Source: an optimization exercise on an open RTL-to-GDS flow (aim: small area). Production flows keep margins and buffers that such runs may drop. For this run, only the layout was checked, not whether the RTL still works. Power figures rest on the tool's default switching activity, not on a simulated workload.

## design/flow/run.sh

```bash
#!/bin/bash
# synth_recipe.tcl (not shown) runs the flow's synth.tcl, then flattens the netlist and writes it again
# the make line also repeats each setting of config.mk as NAME=value (left out here)
make -C /OpenROAD-flow-scripts/flow DESIGN_CONFIG=/design/flow/config.mk WORK_HOME=/design/flow/orfs CLKGATE_MAP_FILE= SYNTH_SCRIPT=/design/flow/synth_recipe.tcl finish
```

## design/flow/config.mk

```make
export PLATFORM = sky130hd
export DESIGN_NAME = poly_fir_stage1
export DESIGN_NICKNAME = poly_fir_stage1
export VERILOG_FILES = /design/flow/design.v
export SDC_FILE = /design/flow/constraint.sdc
export NUM_CORES = 8
export LEC_CHECK = 0
export CAP_MARGIN = 20
export CORE_MARGIN = 2
export CORE_UTILIZATION = 40
export SLEW_MARGIN = 20
```

## design/flow/constraint.sdc

```tcl
create_clock -name core_clock -period 10.0 [get_ports {clk}]
set_input_delay 2.0000 -clock core_clock [delete_from_list [all_inputs] [get_ports {clk}]]
set_output_delay 2.0000 -clock core_clock [all_outputs]
set_load 0.01 [all_outputs]
```

## design/flow/design.v

```verilog
module poly_fir_stage1 #(
    parameter int DECIMATION_FACTOR = 9,
    parameter int TAP_LEN          = 63,
    parameter int DATA_WIDTH       = 16,
    parameter int COEF_WIDTH       = 16,
    parameter int BUF_LEN          = 64
    )(
    input  logic                          clk,
    input  logic                          rst,
    input  logic                          din_valid,
    output logic                          dout_valid,
    input  logic signed [DATA_WIDTH-1:0]  din,
    output logic signed [DATA_WIDTH-1:0]  dout
    );
    localparam int W = 32;
    wire accept = din_valid & ~rst;
    logic       qs;
    logic [2:0] qm;
    always_ff @(posedge clk) begin
        if (rst) begin
            qs <= 1'b0;
            qm <= 3'd4;
        end else if (accept) begin
            if (qs) begin
                if (qm == 3'd1) begin
                    qs <= 1'b0;
                    qm <= 3'd0;
                end else begin
                    qm <= qm - 3'd1;
                end
            end else begin
                if (qm == 3'd4) qs <= 1'b1;
                else qm <= qm + 3'd1;
            end
        end
    end
    logic       busy;
    logic [1:0] r;
    logic [2:0] j;
    wire last = busy & (j == 3'd6) & (r == 2'd3);
    always_ff @(posedge clk) begin
        if (rst) busy <= 1'b0;
        else if (accept) busy <= 1'b1;
        else if (last) busy <= 1'b0;
        if (accept) begin
            r <= 2'd0;
            j <= 3'd0;
        end else if (j == 3'd6) begin
            r <= r + 2'd1;
            j <= 3'd0;
        end else begin
            j <= j + 3'd1;
        end
    end
    wire blk_end = last & ~qs & (qm == 3'd4);
    logic       ks;
    logic [1:0] km;
    always_ff @(posedge clk) begin
        if (!blk_end) begin
            if (ks) begin
                if (km == 2'd1) begin
                    ks <= 1'b0;
                    km <= 2'd0;
                end else begin
                    km <= km - 2'd1;
                end
            end else begin
                if (km == 2'd3) ks <= 1'b1;
                else km <= km + 2'd1;
            end
        end
    end
    logic [4:0] dg;
    always_comb begin
        case ({qm, ks ^ qs, km, r})
            8'd0: dg = 5'b00100;
            8'd1: dg = 5'b00001;
            8'd2: dg = 5'b11000;
            8'd3: dg = 5'b00100;
            8'd4: dg = 5'b00100;
            8'd5: dg = 5'b10001;
            8'd6: dg = 5'b10010;
            8'd7: dg = 5'b00010;
            8'd8: dg = 5'b00010;
            8'd9: dg = 5'b00001;
            8'd10: dg = 5'b11000;
            8'd11: dg = 5'b00001;
            8'd12: dg = 5'b10100;
            8'd13: dg = 5'b00100;
            8'd14: dg = 5'b00000;
            8'd15: dg = 5'b00000;
            8'd16: dg = 5'b00100;
            8'd17: dg = 5'b00001;
            8'd18: dg = 5'b11000;
            8'd19: dg = 5'b00100;
            8'd20: dg = 5'b00100;
            8'd21: dg = 5'b10001;
            8'd22: dg = 5'b10010;
            8'd23: dg = 5'b00010;
            8'd24: dg = 5'b00010;
            8'd25: dg = 5'b00001;
            8'd26: dg = 5'b11000;
            8'd27: dg = 5'b00001;
            8'd28: dg = 5'b10100;
            8'd29: dg = 5'b00100;
            8'd30: dg = 5'b00000;
            8'd31: dg = 5'b00000;
            8'd32: dg = 5'b10100;
            8'd33: dg = 5'b00001;
            8'd34: dg = 5'b11000;
            8'd35: dg = 5'b00100;
            8'd36: dg = 5'b11000;
            8'd37: dg = 5'b00001;
            8'd38: dg = 5'b10001;
            8'd39: dg = 5'b00010;
            8'd40: dg = 5'b00000;
            8'd41: dg = 5'b00000;
            8'd42: dg = 5'b10100;
            8'd43: dg = 5'b00001;
            8'd44: dg = 5'b10001;
            8'd45: dg = 5'b01000;
            8'd46: dg = 5'b00000;
            8'd47: dg = 5'b00000;
            8'd48: dg = 5'b10100;
            8'd49: dg = 5'b00001;
            8'd50: dg = 5'b11000;
            8'd51: dg = 5'b00100;
            8'd52: dg = 5'b10001;
            8'd53: dg = 5'b10010;
            8'd54: dg = 5'b10100;
            8'd55: dg = 5'b00010;
            8'd56: dg = 5'b00010;
            8'd57: dg = 5'b00100;
            8'd58: dg = 5'b00100;
            8'd59: dg = 5'b00000;
            8'd60: dg = 5'b10100;
            8'd61: dg = 5'b00010;
            8'd62: dg = 5'b00000;
            8'd63: dg = 5'b00000;
            8'd64: dg = 5'b11000;
            8'd65: dg = 5'b10001;
            8'd66: dg = 5'b01000;
            8'd67: dg = 5'b00010;
            8'd68: dg = 5'b00001;
            8'd69: dg = 5'b00001;
            8'd70: dg = 5'b00000;
            8'd71: dg = 5'b00010;
            8'd72: dg = 5'b00100;
            8'd73: dg = 5'b10001;
            8'd74: dg = 5'b10010;
            8'd75: dg = 5'b00001;
            8'd76: dg = 5'b11000;
            8'd77: dg = 5'b10010;
            8'd78: dg = 5'b00001;
            8'd79: dg = 5'b00000;
            8'd80: dg = 5'b11000;
            8'd81: dg = 5'b10001;
            8'd82: dg = 5'b01000;
            8'd83: dg = 5'b00010;
            8'd84: dg = 5'b00010;
            8'd85: dg = 5'b11000;
            8'd86: dg = 5'b01000;
            8'd87: dg = 5'b00001;
            8'd88: dg = 5'b00000;
            8'd89: dg = 5'b10010;
            8'd90: dg = 5'b00100;
            8'd91: dg = 5'b00000;
            8'd92: dg = 5'b00000;
            8'd93: dg = 5'b00001;
            8'd94: dg = 5'b00000;
            8'd95: dg = 5'b00000;
            8'd96: dg = 5'b10001;
            8'd97: dg = 5'b00100;
            8'd98: dg = 5'b00100;
            8'd99: dg = 5'b00010;
            8'd100: dg = 5'b00000;
            8'd101: dg = 5'b00001;
            8'd102: dg = 5'b00001;
            8'd103: dg = 5'b00010;
            8'd104: dg = 5'b11000;
            8'd105: dg = 5'b00000;
            8'd106: dg = 5'b10001;
            8'd107: dg = 5'b00001;
            8'd108: dg = 5'b10100;
            8'd109: dg = 5'b00000;
            8'd110: dg = 5'b00001;
            8'd111: dg = 5'b00000;
            8'd112: dg = 5'b10001;
            8'd113: dg = 5'b00100;
            8'd114: dg = 5'b00100;
            8'd115: dg = 5'b00010;
            8'd116: dg = 5'b10100;
            8'd117: dg = 5'b00100;
            8'd118: dg = 5'b00010;
            8'd119: dg = 5'b00001;
            8'd120: dg = 5'b00100;
            8'd121: dg = 5'b00001;
            8'd122: dg = 5'b00010;
            8'd123: dg = 5'b00000;
            8'd124: dg = 5'b11000;
            8'd125: dg = 5'b00001;
            8'd126: dg = 5'b00000;
            8'd127: dg = 5'b00000;
            8'd128: dg = 5'b00001;
            8'd129: dg = 5'b10010;
            8'd130: dg = 5'b00100;
            8'd131: dg = 5'b00010;
            8'd132: dg = 5'b00001;
            8'd133: dg = 5'b00000;
            8'd134: dg = 5'b00010;
            8'd135: dg = 5'b00010;
            8'd136: dg = 5'b00001;
            8'd137: dg = 5'b00000;
            8'd138: dg = 5'b00000;
            8'd139: dg = 5'b00001;
            8'd140: dg = 5'b00010;
            8'd141: dg = 5'b00010;
            8'd142: dg = 5'b00001;
            8'd143: dg = 5'b00000;
            8'd144: dg = 5'b00001;
            8'd145: dg = 5'b10010;
            8'd146: dg = 5'b00100;
            8'd147: dg = 5'b00010;
            8'd148: dg = 5'b00001;
            8'd149: dg = 5'b00001;
            8'd150: dg = 5'b00001;
            8'd151: dg = 5'b00001;
            8'd152: dg = 5'b11000;
            8'd153: dg = 5'b10010;
            8'd154: dg = 5'b00010;
            8'd155: dg = 5'b00000;
            8'd156: dg = 5'b00010;
            8'd157: dg = 5'b00000;
            8'd158: dg = 5'b00000;
            8'd159: dg = 5'b00000;
            default: dg = 5'd0;
        endcase
    end
    wire       neg = dg[4];
    wire [3:0] sel = dg[3:0] & {4{busy}};
    logic signed [15:0] x;
    always_ff @(posedge clk) begin
        if (accept) x <= din;
    end
    logic [17:0] x3;
    logic [16:0] c3;
    assign x3[0] = x[0];
    assign c3[0] = 1'b0;
    genvar gi;
    generate
        for (gi = 1; gi < 17; gi++) begin : g_x3
            wire aa = (gi < 16) ? x[gi] : x[15];
            wire bb = x[gi-1];
            assign x3[gi] = aa ^ bb ^ c3[gi-1];
            assign c3[gi] = (aa & bb) | (aa & c3[gi-1]) | (bb & c3[gi-1]);
        end
    endgenerate
    assign x3[17] = x[15] ^ x[15] ^ c3[16];
    wire [18:0] xe = {{3{x[15]}}, x};
    wire [18:0] mx = ({19{sel[0]}} & xe)
                   | ({19{sel[1]}} & {xe[17:0], 1'b0})
                   | ({19{sel[2]}} & {x3[17], x3})
                   | ({19{sel[3]}} & {xe[16:0], 2'b00});
    wire [18:0] mn = mx ^ {19{neg}};
    logic [W-1:0] term;
    always_comb begin
        case (r)
            2'd0: term = {{13{mn[18]}}, mn};
            2'd1: term = {{10{mn[18]}}, mn, {3{neg}}};
            2'd2: term = {{7{mn[18]}}, mn, {6{neg}}};
            default: term = {{4{mn[18]}}, mn, {9{neg}}};
        endcase
    end
    logic [W-1:0] ring [0:6];
    wire clr = busy & qs & (qm == 3'd4) & ~ks & (km == 2'd3) & (r == 2'd0);
    wire fin = busy & ~qs & (qm == 3'd4) & ks & (km == 2'd3) & (r == 2'd3);
    wire [W-1:0] a = ring[6] & {W{~clr}};
    logic [W-1:0] sum;
    logic [W:0] c;
    assign c[0] = neg;
    generate
        for (gi = 0; gi < W; gi++) begin : g_add
            assign sum[gi] = a[gi] ^ term[gi] ^ c[gi];
            assign c[gi+1] = (a[gi] & term[gi]) | (a[gi] & c[gi]) | (term[gi] & c[gi]);
        end
    endgenerate
    always_ff @(posedge clk) begin
        ring[0] <= sum;
        for (int i = 1; i < 7; i++) ring[i] <= ring[i-1];
    end
    always_ff @(posedge clk) begin
        if (rst) dout_valid <= 1'b0;
        else dout_valid <= fin;
    end
    wire [1:0] top = ring[0][31:30];
    assign dout = (top == 2'b01) ? 16'sh7fff :
                  (top == 2'b10) ? 16'sh8000 : ring[0][30:15];
endmodule
```

==> results.ini <==
[global_routing]
grt_max_degree = 32
track_usage_pct = 15.7
gr-total-overflow = 0
grt_pass1_vias = 6032
grt_first_pass_wirelength_mm = 31.3
antenna_found_initial = 0

[yosys]
synth_edf_count = 19
synth-simple-area-share_pct = 7.89
syn_inst = 820
ys_seq_elements = 254
synth-xor-area-share_pct = 2.66
synth_top_family_by_area = compound AO/OA/AOI/OAI gates
async_flop_share_pct = 0
ys_types = 69
synth_compound_area_share_pct = 14.3
synth.area.mux_share_pct = 2.46
ys_seq_area_share_pct = 55.8
avgSynthCellArea_um2 = 11.5
synth_ff_type = dfxtp_1
synth_fa_ha_area_share_pct = 11.6
synth_area_um2 = 9450
ys_warn_count = 2
synth_nets = 901

[min_path]
holdPathEnd = ring[5][23]
whs_path_depth = 0
hold_class = flip-flop to flip-flop
hp-start = ring[4][23]

[pwr]
p_clk_share_pct = 17.5
p_per_area_nw_per_um2 = 414
p_leak_nw = 5.03
comb_power_share_pct = 47.1
power_mw = 4.98
switching_share_pct = 34.8
p_seq_share_pct = 35.4
p_int_mw = 3.25
switching_power_mw = 1.73
vdd_drop_max_mv = 0.252

[critical_path]
cpMaxStageDelayCell = mux4_2
startpoint_type = flip-flop
worstPathArrival_ns = 13.86
crit_family = adder cells
timing.rr.end = ring[0][31]
cpPeakStageDelay_ns = 0.45
cp_common_cell = fa_2
r2r_setup_slack_ns = -3.49
r2r_start = r[0]
end_kind = flip-flop
required_ns = 10.37
worstSetupPathType = flip-flop to flip-flop
cp_max_fo = 4
path_buf_inv = 1
worstRegToRegCells = 42

[place]
port-buffer-count = 35
dp_cells = 1274
gp_congestion = 0.857
dp_slack_ns = -3.47
dpl.hpwl_mm = 13.9

[timing]
rsz0062_at_grt = yes
min_period_ns = 13.49
tns_ns = -21.87
tightest_slew_ns = 0.955
hold_viol = 0
max_clock_freq_ghz = 0.0741
final.setup_skew_ns = 0.0203
finalSetupViolCount = 11
slew_headroom_pct = 36.2
post-route-period-util_pct = 135
layout_setup_ws_ns = -3.49
slew_violations = 0

[cells_and_area]
antennaDiodeCount = 0
syn2layout_area_growth_pct = 27.4
final_nets = 1065
drive_above_1_share_pct = 26.6
final_cell_mix = dfxtp_1, buf_4, nand2_1
fin_cells = 1319
layout_commonest_cell = dfxtp_1
nFillCells = 2072

[clock_network]
clockRootBuffer = clkbuf_16
cts_hold_buf = 0
cts.sinks = 254
insertion_delay_ns = 0.51
numCtsBuffers = 24
cts_buffer_depth = 3
cts_tree = built
cts_htree_levels = 1
path_clk_slew_ns = 0.07

[drt]
drt_iter0_drc = 342
routed_wirelength_mm = 18.9
dr_total_vias = 6206
via_per_inst = 4.71
ant_nets = 0
wl_per_cell_um = 14.4
drc_errors = 0
drt_first_pass_iters = 5

[floorplan]
die_w_um = 158
fp.dieArea_um2 = 24900
ioPinCount = 36
start_util_pct = 40.5
rows = 56
core_region_area_um2 = 23300
die_h_um = 158

[status]
status = complete, but fails checks
so_faults = negative setup slack

[job]
max-cap-violations = 0

-- worst register-to-register path: cells and delay by family (launching register included) --
family	cells	cell delay, ns
xor+xnor	2	0.27
buf+inv	1	0.05
fa+ha+maj	31	10.62
compound gates	4	0.87
flops	1	0.36
mux	2	0.72
simple gates	2	0.45
-- repair_timing --
action | 4_1_cts | 5_1_grt
setup buffers | 2 | 1
pin swaps | 1 | 3
endpoints found under the setup margin | 11 | 12
gates cloned | 0 | 0
resized for setup | 0 | 12
-- stage by stage --
step	hold WS (ns)	utilization, %	instance area, um2
global placement	0.309	48.1	11200
CTS	0.309	51.5	12000
detailed placement	0.312	48.1	11200
finish	0.309	51.6	12000
floorplan	0.310	-	9610
global route	0.310	51.6	12000
-- worst max-delay path by stage --
| stage | start | end | cells after the start |
|---|---|---|---|
| 2_1_floorplan | r[0] | ring[0][31] | 46 |
| 3_3_place_gp | r[0] | ring[0][31] | 42 |
| 3_5_place_dp | r[0] | ring[0][31] | 42 |
| 4_1_cts | r[0] | ring[0][31] | 42 |
| 5_1_grt | r[0] | ring[0][31] | 42 |
| 6_report | r[0] | ring[0][31] | 42 |
-- metal layers --
metal  vias to the layer above  wire length, um  track usage (%)
met1                      2920             9920             24.6
met2                       125             7970             23.0
li1                       3136                -                -
met3                        25              739             2.35
met4                         0              307             3.12
met5                         -                0                0
-- power by group through the flow --
stage / logic [mW] / clock network [mW] / registers [mW]
6_report: 2.35 / 0.869 / 1.76
5_1_grt: 2.66 / 0.937 / 1.82
3_3_place_gp: 2.25 / 0 / 1.77
4_1_cts: 2.32 / 0.896 / 1.77
2_1_floorplan: 1.52 / 0 / 1.69
3_5_place_dp: 2.29 / 0 / 1.79
-- layout make-up --
class	instances	area [um2]	share of cell area (%)
clock buffer	31	637	5.29
clock inverter	11	128	1.06
inverter	65	251	2.09
multi-input combinational	452	3820	31.8
sequential	254	5280	43.9
tap	319	399	3.32
timing repair buffer	187	1520	12.6
-- Yosys cell counts (all sizes together), types with 6 or more instances --
cell type  count  share of area, %
a221oi        11               1.6
nor3           8              0.42
mux2i         12               1.3
nand3          8              0.42
mux2           6              0.71
a221o          6              0.64
ha            19               2.5
nor2b          6              0.40
o32ai         18               1.9
nand2b         9              0.60
inv           64               2.5
nand2         74               2.9
edfxtp        19               6.0
a211oi        10              0.79
dfxtp        235                50
xnor2         25               2.4
a21oi         27               1.4
nor2          48               1.9
o21ai         36               1.9
clkbuf        25              0.99
fa            43               9.1
buf           24               1.6
a22o           7              0.65
-- logic make-up after synthesis --
logic type / after synthesis
compound gates: 174
fa+ha+maj: 62
mux: 20
buf+inv: 114
flops: 254
xor+xnor: 27
simple gates: 169
-- registers in the layout (all words and copies together), names as in the netlist, named ones only --
register / flops
qm: 3
j: 3
ring: 224
qs: 1
dout_valid: 1
r: 2
busy: 1
x: 16
km: 2

## re-timing with driven ports
No port has a modelled driver above. Below, the same layout with a new extraction and two added sets of constraints.
Step 1, drivers: a clkbuf_16 drives clk and a buf_2 each remaining input, both assumed.
Step 2 adds t to the input delays and takes it off the output delays; t is the mean of the earliest and latest rising clock arrival at the registers after step 1. Input paths then give back, and output paths get back, about the clock's delay inside the block.
Slacks: no drivers / after step 1 / after step 2; pairs: no drivers / after step 1.
t (ns): 0.547
setup WS [ns]: -3.488 / -3.488 / -3.488
clock arrival spread, ns: 0.020 / 0.020
worst register clock-pin slew, ns: 0.07 / 0.07
pins driven straight from the clock port: 1
For this run, drivers alone change the setup slack by 0.000 ns; drivers and shift together by 0.000 ns.
